From an optimization exercise on the open Yosys and OpenROAD flow, aimed at a short achievable clock period and few clock cycles per item; shortcuts taken in it are not production practice.
In this exercise RTL edits were held to simulation tests only and were not proved equivalent to the original.
Power is estimated from default activity; no workload was simulated.

== north ==
Design top_proc, start of the top module:
module top_proc(clk,rst,instr,dReadData,PC,dAddress,dWriteData,MemRead,MemWrite,WriteBackData,RegWrite);
==> flow/config.mk <==
export PLATFORM = sky130hd
export DESIGN_NAME = top_proc
export DESIGN_NICKNAME = top_proc
export VERILOG_FILES = /design/flow/design.v
export SDC_FILE = /design/flow/constraint.sdc
export NUM_CORES = 4
export LEC_CHECK = 0
export CAP_MARGIN = 20
export CORE_MARGIN = 2
export CORE_UTILIZATION = 50
export PLACE_DENSITY = 0.65
export SLEW_MARGIN = 20
export SYNTH_HIERARCHICAL = 1
export SYNTH_MINIMUM_KEEP_SIZE = 0
==> flow/constraint.sdc <==
create_clock -name core_clock -period 12.0 [get_ports {clk}]
set_input_delay 2.4000 -clock core_clock [delete_from_list [all_inputs] [get_ports {clk}]]
set_output_delay 2.4000 -clock core_clock [all_outputs]
set_load 0.01 [all_outputs]
standard.sh (not shown) runs the stock make flow with config.mk's settings and CLKGATE_MAP_FILE= SYNTH_SCRIPT=/design/flow/synth_recipe.tcl, a recipe that flattens the netlist after the stock synthesis.
==> flow/flow/run.sh <==
#!/bin/bash
set -euo pipefail
export SETUP_SLACK_MARGIN=${MARGIN:-8.5}
bash standard.sh > flow_make.log 2>&1
north: no failed stages, no open violations at the end
Testbench counts of north, summed over its fixed seeds: cycles 27,480, instrs 25,042.
What south does differently from north at the input level:
--- a/flow/design.v
+++ b/flow/design.v
@@ -52,24 +52,29 @@
     always @(*) begin
         g = a & b;
         p = a | b;
         g[0] = g[0] | (p[0] & cin);
         for (d = 1; d < 32; d = d * 2)
             for (i = 31; i >= d; i = i - 1) begin
                 g[i] = g[i] | (p[i] & g[i-d]);
                 p[i] = p[i] & p[i-d];
             end
     end
     assign s = (a ^ b) ^ {g[30:0], cin};
 endmodule
+module inc30 (a, y);
+    input  [29:0] a;
+    output [29:0] y;
+    assign y = a + 30'd1;
+endmodule
 module regfile (clk, raddr1, raddr2, rdata1, rdata2,
                 wea, waddra, wdataa, web, waddrb, wdatab);
     input          clk;
     input  [2:0]   raddr1, raddr2;
     output [127:0] rdata1, rdata2;    
     input          wea, web;
     input  [4:0]   waddra, waddrb;
     input  [31:0]  wdataa, wdatab;
     reg [31:0] registers [0:31];
     integer i;
     always @(posedge clk) begin
         for (i = 0; i < 32; i = i + 1) begin
@@ -154,29 +159,32 @@
             if (bv[k] && btag[k] == PC[31:2]) begin
                 hit = 1'b1;
                 hit_tgt = hit_tgt | btgt[k];
             end
     end
     reg        bE;
     wire       eq;
     reg [31:0] pcE, tgtTE, pc4E;
     wire        insE;
     wire d_rp  = vD & haz;
     wire d_tk  = vD & ~haz & pt & ~bD;
     wire d_bad = vD & ~haz & ~pt & bD;
-    wire [31:0] seqD = d_rp ? pcD : d_bad ? pc4D : hit ? hit_tgt : PC + 32'd4;
+    wire [31:0] pcInc;
+    inc30 pcinc (.a(PC[31:2]), .y(pcInc[31:2]));
+    assign pcInc[1:0] = PC[1:0];
+    wire [31:0] seqD = d_rp ? pcD : d_bad ? pc4D : hit ? hit_tgt : pcInc;
     wire dred = d_rp | d_tk | d_bad;
     always @(posedge clk) begin
         pcD   <= PC;
-        pc4D  <= PC + 32'd4;
+        pc4D  <= pcInc;
         hiP1D <= PC[31:13] + 19'd1;
         hiM1D <= PC[31:13] - 19'd1;
         if (rst) begin
             PC <= INITIAL_PC;
             vD <= 1'b0;
             bD <= 1'b0;
             bv <= {NB{1'b0}};
             bptr <= 2'd0;
             ins <= 1'b0;
         end else begin
             vD <= (eq ? ~red1 : ~red0) & ~dred;
             bD <= hit;
## What came out
- south: count of standard-cell rows is 1 higher than what north reported.
- Count of buffer and inverter cells on the critical path for south is lower than for north.
- south has overall fraction of global-route tracks in use below what north had.
- From north to south the numbers moved as follows: TritonCTS buffer count rose 0.44%, clock-buffer cell count rose 2.2%, sequential power fell about 0.9%, number of cell instances on the worst register-to-register path rose 1.
- Share of power burned in the clock network: south > north
- Unique cell type count in the Yosys netlist ends up higher on south.
- Compared with north, total wirelength of the detailed-routed design in south decreased slightly.
- Re largest stage delay on the critical path: north and south aren't equal, and the higher value belongs to north.
- Comparing north and south, the higher final worst slack was measured on north.
- As far as mean post-synth cell area is concerned, north and south perform about the same.
- Final critical-path required period in south vs north: up 0.016 ns
Testbench counts of south, summed over its fixed seeds: cycles 27,480, instrs 25,042.

## separate check: timing with driven ports
In the flow no input, the clock included, has a driving cell. The finished layouts below were timed again as built, in two steps. Step 1 sets driving cells, clkbuf_16 on the clock port and buf_2 on the other inputs (assumed; they add their load-dependent delay and slew). Step 2, shift: input delay + t, output delay - t, t = (earliest + latest rising clock arrival at the registers) / 2. This alone moves slack from input paths to output paths. a / b / c = ideal ports / drivers / drivers and shift; a / b = the first two.
run	t, ns	setup WS [ns]	hold WS [ns]	worst register clock-pin slew, ns	pins driven straight from the clock port
north	0.990	7.949 / 7.831 / 6.840	0.319 / 0.319 / 0.319	0.07 / 0.07	1
south	0.998	7.933 / 7.730 / 6.732	0.255 / 0.255 / 0.255	0.07 / 0.07	1
After both steps setup and hold are still met in every run listed. For south, which loses most, drivers alone change the setup slack by -0.203 ns; drivers and shift together by -1.201 ns.
